Source: an optimization exercise on an open RTL-to-GDS flow (aim: small area). Production flows keep margins and buffers that such runs may drop.
Only simulation tests tie the RTL to the original design; equivalence was not proved.
No activity file was given, so power comes from the tool's default toggle rates.

<file path="flow/run.sh">
#!/bin/bash
# The standard layout (standard.sh, with its own synthesis), with three changes:
# - before global placement, flow/drivers.tcl gives the high-fanout inverters
#   and nand2 gates (the map's row and column drivers) a stronger cell,
# - the clock tree uses small clusters of sinks per clkbuf_8 and no dummy loads,
# - the port buffers are buf_1 cells.
# make's full output goes to make.log; each ORFS step keeps its own log under orfs/logs/.
set -euo pipefail
bash standard.sh \
  "PRE_GLOBAL_PLACE_TCL=$PWD/flow/drivers.tcl" \
  "CTS_ARGS=-sink_clustering_enable -repair_clock_nets -dont_use_dummy_load -sink_clustering_size 16 -sink_clustering_max_diameter 50 -buf_list sky130_fd_sc_hd__clkbuf_8" \
  "BUFFER_PORTS_ARGS=-buffer_cell sky130_fd_sc_hd__buf_1" \
  finish > make.log 2>&1
</file>
<file path="flow/drivers.tcl">
# Before global placement: an inverter that drives many pins (the map's row
# and column drivers) becomes inv_2, which has the same area as inv_1; a nand2
# that does becomes nand2_2.
set db [ord::get_db]
set inv2 [$db findMaster sky130_fd_sc_hd__inv_2]
set nand22 [$db findMaster sky130_fd_sc_hd__nand2_2]
set n_inv 0; set n_nand 0
foreach inst [[ord::get_db_block] getInsts] {
  set m [[$inst getMaster] getName]
  if {$m ne "sky130_fd_sc_hd__inv_1" && $m ne "sky130_fd_sc_hd__clkinv_1" && $m ne "sky130_fd_sc_hd__nand2_1"} continue
  set fo 0
  foreach it [$inst getITerms] {
    if {[$it isOutputSignal] && [$it getNet] ne "NULL"} { set fo [expr {[llength [[$it getNet] getITerms]] - 1}] }
  }
  if {$fo < 12} continue
  if {$m eq "sky130_fd_sc_hd__nand2_1"} { $inst swapMaster $nand22; incr n_nand } else { $inst swapMaster $inv2; incr n_inv }
}
puts "drivers.tcl: $n_inv inverters to inv_2, $n_nand nand2 to nand2_2"
</file>
<file path="standard.sh">
#!/bin/bash
# synth_recipe.tcl (not shown) runs the flow's synth.tcl, then flattens the netlist and writes it again
# the make line also repeats each setting of config.mk as NAME=value (left out here)
make -C /OpenROAD-flow-scripts/flow DESIGN_CONFIG=/design/flow/config.mk WORK_HOME=/design/flow/orfs CLKGATE_MAP_FILE= SYNTH_SCRIPT=/design/flow/synth_recipe.tcl "${@:-finish}"
</file>
<file path="config.mk">
export PLATFORM = sky130hd
export DESIGN_NAME = mem_elwro_sram
export DESIGN_NICKNAME = mem_elwro_sram
export VERILOG_FILES = /design/flow/design.v
export SDC_FILE = /design/flow/constraint.sdc
export NUM_CORES = 4
export LEC_CHECK = 0
export CAP_MARGIN = 20
export CORE_MARGIN = 2
export CORE_UTILIZATION = 60
export PLACE_DENSITY = 0.8
export SLEW_MARGIN = 20
export SYNTH_HIERARCHICAL = 1
export SYNTH_MINIMUM_KEEP_SIZE = 0
</file>
<file path="constraint.sdc">
create_clock -name core_clock -period 10.0 [get_ports {clk}]
set_input_delay 2.0000 -clock core_clock [delete_from_list [all_inputs] [get_ports {clk}]]
set_output_delay 2.0000 -clock core_clock [all_outputs]
set_load 0.01 [all_outputs]
</file>
<file path="design.v">
module memcfg(
	input clk,
	input rst,
	input reset,
	output reset_hold,
	input s,
	input [0:7] cfg_page,
	input [0:7] cfg_frame,
	input [0:7] page,
	output reg cfgok,
	output [4:0] frame,
	output pvalid
);
	reg [0:7] addr;
	always @ (*) begin
		case ({reset, s})
			2'b00: addr = page;			 
			2'b01: addr = cfg_page;	 
			2'b10: addr = clr_cnt;	 
			2'b11: addr = clr_cnt;	 
		endcase
	end
	wire [5:0] grp = addr[0:5];
	wire [1:0] sub = addr[6:7];
	reg map_wr;
	wire [20:0] wcode, wcode0;	 
	wire [7:0] pa, pb;
	genvar gi, bi;
	generate for (gi=0 ; gi<8 ; gi=gi+1) begin: pre
		assign pa[gi] = rst | (grp[5:3] == gi);
		assign pb[gi] = rst | (grp[2:0] == gi);
	end endgenerate
	wire wr = map_wr | rst;
	wire [20:0] nwcode = ~wcode;
	wire [20:0] wq [0:3];
	generate for (gi=0 ; gi<4 ; gi=gi+1) begin: wdrv
		for (bi=0 ; bi<21 ; bi=bi+1) begin: b
			map_inv u(.a(nwcode[bi]), .y(wq[gi][bi]));
		end
	end endgenerate
	wire [63:0] sel, hd, ld;
	wire [20:0] q [0:63];
	generate for (gi=0 ; gi<64 ; gi=gi+1) begin: row
		wire nsel;
		map_nand2 u_ns(.a(pa[gi/8]), .b(pb[gi%8]), .y(nsel));
		map_inv u_s(.a(nsel), .y(sel[gi]));
		map_nand2 u_h(.a(sel[gi]), .b(wr), .y(hd[gi]));
		map_inv u_l(.a(hd[gi]), .y(ld[gi]));
		wire [20:0] d = (gi == 0) ? wcode0 : wq[gi/16];
		for (bi=0 ; bi<21 ; bi=bi+1) begin: b
			map_bit u(.clk(clk), .h(hd[gi]), .l(ld[gi]), .d(d[bi]), .q(q[gi][bi]));
		end
	end endgenerate
	wire [21:0] rdn [0:20];
	generate for (bi=0 ; bi<21 ; bi=bi+1) begin: rd
		for (gi=0 ; gi<21 ; gi=gi+1) begin: t
			map_aoi222 u(
				.a1(sel[3*gi]), .a2(q[3*gi][bi]),
				.b1(sel[3*gi+1]), .b2(q[3*gi+1][bi]),
				.c1(sel[3*gi+2]), .c2(q[3*gi+2][bi]),
				.y(rdn[bi][gi]));
		end
		assign rdn[bi][21] = ~(sel[63] & q[63][bi]);
	end endgenerate
	wire [20:0] code;
	generate for (bi=0 ; bi<21 ; bi=bi+1) begin: rdo
		assign code[bi] = ~&rdn[bi];
	end endgenerate
	wire ce = code[20];
	wire [3:0] m = code[3:0];
	wire [4:0] f0 = code[4:0];
	wire [4:0] f1 = code[9:5];
	wire [4:0] f2 = code[14:10];
	wire [4:0] f3 = code[19:15];
	wire [3:0] hi = ce ? m : 4'd0;
	wire [4:0] d0 = ~ce ? f0 : m[0] ? 5'd0 : m[1] ? f1 : m[2] ? f2 : f3;
	wire [4:0] d1 = hi[1] ? 5'd0 : f1;
	wire [4:0] d2 = hi[2] ? 5'd0 : f2;
	wire [4:0] d3 = hi[3] ? 5'd0 : f3;
	reg [4:0] rd_d;
	always @ (*) begin
		case (sub)
			2'd0: rd_d = d0;
			2'd1: rd_d = d1;
			2'd2: rd_d = d2;
			2'd3: rd_d = d3;
		endcase
	end
	wire rd_nz = hi[sub] | (|rd_d);
	reg frame_clear;
	wire [4:0] wd = {cfg_frame[2:3], cfg_frame[5:7]} & {5{frame_clear}};
	wire wnz = frame_clear & (|cfg_frame);
	wire whi = wnz & ~(|wd);
	wire [3:0] nhi = {sub == 2'd3 ? whi : hi[3], sub == 2'd2 ? whi : hi[2], sub == 2'd1 ? whi : hi[1], sub == 2'd0 ? whi : hi[0]};
	wire [4:0] n0 = sub == 2'd0 ? wd : d0;
	wire [4:0] n1 = sub == 2'd1 ? wd : d1;
	wire [4:0] n2 = sub == 2'd2 ? wd : d2;
	wire [4:0] n3 = sub == 2'd3 ? wd : d3;
	wire ne = |nhi;
	wire [4:0] n0m = nhi[0] ? 5'd0 : n0;
	wire [20:0] ncode = ~ne ? {1'b0, n3, n2, n1, n0} : {
		1'b1,
		nhi[3] & ~nhi[2] & ~nhi[1] ? n0m : n3,
		nhi[2] & ~nhi[1] ? n0m : n2,
		nhi[1] ? n0m : n1,
		1'b0, nhi
	};
	assign wcode = rst ? 21'd0 : ncode;
	assign wcode0 = rst ? 21'h000020 : ncode;
	reg [4:0] fd;
	reg fnz;
	always @ (posedge clk) begin
		if (rst) begin
			fd <= 5'd0;
			fnz <= 1'b0;
		end else if (map_wr) begin
			fd <= wd;
			fnz <= wnz;
		end else begin
			fd <= rd_d;
			fnz <= rd_nz;
		end
	end
	assign frame = fd;
	assign pvalid = (addr[0:6] == 7'd0) || fnz;
	wire frame_addr_valid = ~cfg_frame[0] & ~cfg_frame[1];
	wire cfg_cmd_valid = s && (cfg_page[0:6] != 7'd0) && frame_addr_valid;
	localparam CIDLE	= 3'd0;
	localparam CCFG		= 3'd1;
	localparam COK		= 3'd2;
	localparam RESET	= 3'd3;
	localparam CLEAR	= 3'd4;
	reg [2:0] cstate;
	reg [7:0] clr_cnt;
	assign reset_hold = (cstate == CLEAR) | (cstate == RESET);
	always @ (posedge clk) begin
		if (rst) begin
			cstate <= CIDLE;
			map_wr <= 0;
			cfgok <= 0;
			clr_cnt <= 8'd0;
			frame_clear <= 1'b0;
		end else if (reset & ~reset_hold) cstate <= RESET;
		else case (cstate)
			CIDLE: begin
				frame_clear <= 1'b1;
				if (cfg_cmd_valid) begin
					map_wr <= 1;
					cstate <= CCFG;
				end
			end
			CCFG: begin
				map_wr <= 0;
				cfgok <= 1;
				cstate <= COK;
			end
			COK: begin
				if (~s) begin
					cfgok <= 0;
					cstate <= CIDLE;
				end
			end
			RESET: begin
				clr_cnt <= 2;
				map_wr <= 1;
				frame_clear <= 1'b0;
				cstate <= CLEAR;
			end
			CLEAR: begin
				if (clr_cnt == 8'hff) begin
					cstate <= CIDLE;
					map_wr <= 0;
				end else begin
					clr_cnt <= clr_cnt + 1'b1;
				end
			end
		endcase
	end
endmodule
module map_bit(
	input clk,
	input h,
	input l,
	input d,
	output reg q
);
	always @ (posedge clk)
		q <= (q & h) | (d & l);
endmodule
module map_aoi222(
	input a1, a2, b1, b2, c1, c2,
	output y
);
	assign y = ~((a1 & a2) | (b1 & b2) | (c1 & c2));
endmodule
module map_inv(
	input a,
	output y
);
	assign y = ~a;
endmodule
module map_nand2(
	input a, b,
	output y
);
	assign y = ~(a & b);
endmodule
module mem_elwro_sram(
	input clk,
	input rst,
	input reset,
	output reset_hold,
	output ram_ce, ram_oe, ram_we,
	output [17:0] ram_a,
	input [15:0] ram_d_in,
	output [15:0] ram_d_out,
	input [0:3] nb,
	input [0:15] ad,
	output [0:15] ddt,
	input [0:15] rdt,
	input w, r, s,
	output ok
);
	wire [0:7] cfg_page = { rdt[12:15], rdt[0:3] };
	wire [0:7] cfg_frame = { ad[11:14], 1'b0, ad[8:10] };
	wire [0:7] page = { nb, ad[0:3] };
	wire [4:0] frame;	 
	wire cfgok;
	wire pvalid;
	memcfg MEMCFG(
		.clk(clk),
		.rst(rst),
		.reset(reset),
		.reset_hold(reset_hold),
		.s(s & ad[15]),
		.cfg_page(cfg_page),
		.cfg_frame(cfg_frame),
		.page(page),
		.frame(frame),
		.cfgok(cfgok),
		.pvalid(pvalid)
	);
	localparam IDLE	= 2'd0;
	localparam MAP	= 2'd1;
	localparam OK1	= 2'd2;
	localparam OK2	= 2'd3;
	reg [1:0] state;
	wire rw = r | w;
	always @ (posedge clk) begin
		if (rst) state <= IDLE;
		else case (state)
			IDLE:
				if (rw) state <= MAP;
			MAP:
				if (pvalid) state <= OK1;
				else state <= IDLE;
			OK1:
				state <= OK2;
			OK2:
				if (~rw) state <= IDLE;
		endcase
	end
	wire we = w & (state == OK1);
	wire rwok = rw & state[1];
	assign ok = rwok | cfgok;
	assign ddt = r ? ram_d_in : 16'h0000;
	assign ram_ce = 1;
	assign ram_we = we;
	assign ram_oe = 1;  
	assign ram_a[17:0] = { frame[4:3], 1'b0, frame[2:0], ad[4:15] };
	assign ram_d_out = rdt;
endmodule
</file>
==> flow_summary.json <==
{
  "synth-seq-cells": 1366,
  "async_flop_share": 0,
  "rows": 104,
  "layout-drive-gt1-share": 0.103,
  "worstPathMaxFanout": 22,
  "p_seq_frac": 0.560,
  "dpl.cell_count": 5225,
  "routedWlPerCell_microns": 31.8,
  "leakage_nw": 20.5,
  "final_common_cell": "dfxtp_1",
  "ys.flop_type": "dfxtp_1",
  "vdd.ir_drop.worst_v": 0.000142,
  "postRouteAntennaNets": 0,
  "slew-limit-headroom": 0.198,
  "grt_remaining_overflow": 0,
  "area_growth_pct": 6.62,
  "final_cell_mix": "1366 x dfxtp_1, 1346 x a22o_1, 441 x a222oi_1, 211 x inv_2, 155 x nand2_1",
  "dpl.hpwl_microns": 106000,
  "crit_type": "in -> reg",
  "startpoint_type": "input pin",
  "cts_tree": "done",
  "io_pins": 113,
  "clkPwrFrac": 0.237,
  "final_nets": 4342,
  "clkSinkCount": 1366,
  "cts_htree_levels": 3,
  "status": "timing/DRC/antenna clean",
  "synthMuxAreaShare": 0.00403,
  "cts_hold_buf": 0,
  "clk_path_buf_depth": 3,
  "swShare": 0.313,
  "antenna_found_initial": 4,
  "hold_path.class": "reg -> reg",
  "port_buffers": 85,
  "dr_total_vias": 41240,
  "die_x_microns": 288,
  "path_common_cell": "nand2_1",
  "start_util": 0.604,
  "grt_start_max_net_pins": 56,
  "worstPathArrival_ps": 9100,
  "synth_cells": 4117,
  "max-cap-violations": 0,
  "tightest_slew_ps": 1200,
  "via_per_inst": 7.72,
  "period_minus_slack_ps": 8420,
  "ctsResizeCount": 0,
  "drt_iter0_drc": 7347,
  "synth_seq_area_share": 0.564,
  "internal_power_mw": 8.02,
  "syn_area_sq_mm": 0.0485,
  "fin_crit_sh": 0.842,
  "instances_no_fill": 5343,
  "crit_chain": "buf_1, and2_1, buf_4, mux2i_1, o21ai_0, nor2_1, nand2_1, nand2_1, nand2_1, inv_2, a222oi_1, nand4_1, or4_4, a2111oi_4, nand2_1, a211oi_2, o31a_2, nor3_2, or3_1, inv_2, a22o_1",
  "switchingPower_mw": 3.66,
  "clock_skew_ps": 133,
  "cts.clk_slew.worst_paths_ps": 40,
  "tns_ps": 0,
  "coreArea_sq_mm": 0.0803,
  "synthSimpleGateAreaFrac": 0.0476,
  "die_y_microns": 288,
  "synth_adder_area_share": 0.000464,
  "synth_cell_types": 70,
  "synth_edf_count": 0,
  "finalSetupViolCount": 0,
  "synth_compound_area_frac": 0.358,
  "hold_violations": 0,
  "critPathSlowestCell": "a222oi_1",
  "rsz0062_at_grt": "false",
  "p_comb_frac": 0.203,
  "cp_slowest_stage_delay_ps": 1080,
  "drv_slew": 0,
  "required_ps": 10670,
  "grt_pass1_vias": 37597,
  "synthXorXnorAreaFrac": 0.00108,
  "grt_pass1_wl_microns": 246000,
  "fmax_mhz": 119,
  "synth.avg_cell_area_sq_um": 11.8,
  "drtPass1Iterations": 9,
  "crit_path_end_kind": "register",
  "ys_warn_count": 9,
  "routed_wl_microns": 170000,
  "synth_top_family_by_area": "compound AO/OA/AOI/OAI gates",
  "cts_buffers": 115,
  "dieArea_sq_mm": 0.0831,
  "grt_usage": 0.392,
  "drc": 0,
  "clkLatencyLatePin_ps": 860,
  "cts_root_buf": "clkbuf_8",
  "cts_setup_buffers": 0,
  "place_congestion": 1.02,
  "power_density_mw_per_mm2": 226
}
## worst max-delay path: cells and delay by family
family | cells | cell delay [ps]
muxes | 1 | 190
buffers and inverters | 4 | 850
and+or+nand+nor | 10 | 2900
AOI/OAI and AO/OA | 6 | 3070
## modules after synthesis, one instance, submodules excluded
module,times used,flops+latches
map_bit,1344,1
map_inv,212,0
map_aoi222,441,0
map_nand2,128,0
mem_elwro_sram,1,2
memcfg,1,20
## per-layer routing
layer | part of all wire | global-route usage | vias to the layer above
met1 | 0.39 | 0.533 | 20362
li1 | - | - | 17538
met4 | 0.067 | 0.226 | 4
met3 | 0.13 | 0.105 | 470
met2 | 0.42 | 0.561 | 2866
met5 | 0.00014 | 0 | -
## cells in the mapped netlist, types with 3 or more instances
cell type,n,area share
a222oi_1,441,0.091
o22ai_1,5,0.00065
mux2i_1,15,0.0031
nor2b_1,3,0.00039
nor4_1,22,0.0028
or3_1,4,0.00052
nand2b_1,7,0.00090
inv_1,224,0.017
o21ai_0,26,0.0027
nand3_1,30,0.0031
or4_1,3,0.00046
a211o_1,3,0.00054
o31ai_1,7,0.0011
and3_1,3,0.00039
a22oi_1,3,0.00046
nand2_1,219,0.017
o21a_1,6,0.00093
a311oi_1,4,0.00072
a31oi_1,10,0.0013
buf_2,3,0.00031
a211oi_1,24,0.0037
dfxtp_1,1366,0.56
nor2_1,57,0.0044
buf_4,33,0.0051
clkbuf_1,19,0.0015
a22o_1,1346,0.24
or2_2,6,0.00077
mux2_2,4,0.00093
buf_1,4,0.00031
nand4_1,86,0.011
and2_1,22,0.0028
xnor2_1,4,0.00072
a21oi_1,41,0.0042
a21o_1,10,0.0015
a31o_2,3,0.00054
nor3_1,12,0.0012
## cells by family (layout without fill, tap and decap cells)
logic type / Yosys count / in the layout
adder cells (fa/ha/maj): 2 / 2
AO/OA/AOI/OAI: 1954 / 1954
flip-flops: 1366 / 1366
multiplexers: 19 / 19
AND/OR/NAND/NOR: 483 / 483
buffers and inverters: 285 / 447
XOR/XNOR: 6 / 6
other: 2 / 6
## worst paths after layout
check / start / end / slack (ps) / depth (start not counted)
worst min-delay path: MEMCFG.row[49].b[13].u.q / MEMCFG.row[49].b[13].u.q / 480 / 1
worst max-delay path: s / MEMCFG.row[17].b[15].u.q / 1580 / 21
worst max register to register: MEMCFG.clr_cnt[4] / MEMCFG.row[17].b[15].u.q / 3270 / 17
worst min register to register: MEMCFG.row[49].b[13].u.q / MEMCFG.row[49].b[13].u.q / 480 / 1
## layout make-up
cell class	count	area (sq um)
flip-flops and latches	1366	27300
repair buffers	108	490
well taps	1060	1330
multi-input cells	2468	20100
clock buffers	115	1580
inverters	224	841
fillers	6319	28600
diodes	2	5.00
## registers in the layout, summed over array words and instances, names as in the netlist, named ones only
signal	count
MEMCFG.clr_cnt	8
MEMCFG.frame_clear	1
MEMCFG.cstate	3
MEMCFG.cfgok	1
MEMCFG.row.b.u.q	1344
MEMCFG.fd	5
MEMCFG.fnz	1
MEMCFG.map_wr	1
state	1
## per-stage QoR
| step | hold slack [ps] | utilization | power (mW) | instance area (sq um) | worst slack (ps) |
|---|---|---|---|---|---|
| 2_1_floorplan | 455 | - | 7.95 | 48500 | 3140 |
| 3_5_place_dp | 469 | 0.624 | 8.87 | 50100 | 1200 |
| 4_1_cts | 486 | 0.644 | 11.5 | 51700 | 1930 |
| 6_report | 482 | 0.644 | 11.7 | 51700 | 1580 |
| 5_1_grt | 498 | 0.644 | 12.0 | 51700 | 1530 |
| 3_3_place_gp | 464 | 0.624 | 8.81 | 50100 | 1240 |
## power by group through the flow
stage               sequential (mW)  combinational (mW)  clock (mW)
global placement               6.62                2.19           0
detailed placement             6.64                2.23           0
finish                         6.54                2.37        2.77
CTS                            6.53                2.23        2.74
floorplan                      6.53                1.41           0
global route                   6.62                2.42        2.93

-- port drivers added, routing unchanged --
Ports are ideal in the flow. The routed layout listed here was re-timed in OpenROAD.
Step 1 assumes that a clkbuf_16 drives the clock port and a buf_2 every other input.
Step 2 adds t to the input delays and takes it off the output delays; t is the mean of the earliest and latest rising clock arrival at the registers after step 1. Input paths then give back, and output paths get back, about the clock's delay inside the block.
Three values: no drivers, after step 1, after step 2; two values: the first two.
shift t [ns]: 0.865
setup WS [ns]: 1.577 / 1.624 / 0.759
hold slack, ns: 0.482 / 0.482 / 0.482
worst setup path after step 2: input to register
After both steps this run still meets setup and hold. For this run, drivers alone change the setup slack by +0.047 ns; drivers and shift together by -0.818 ns.
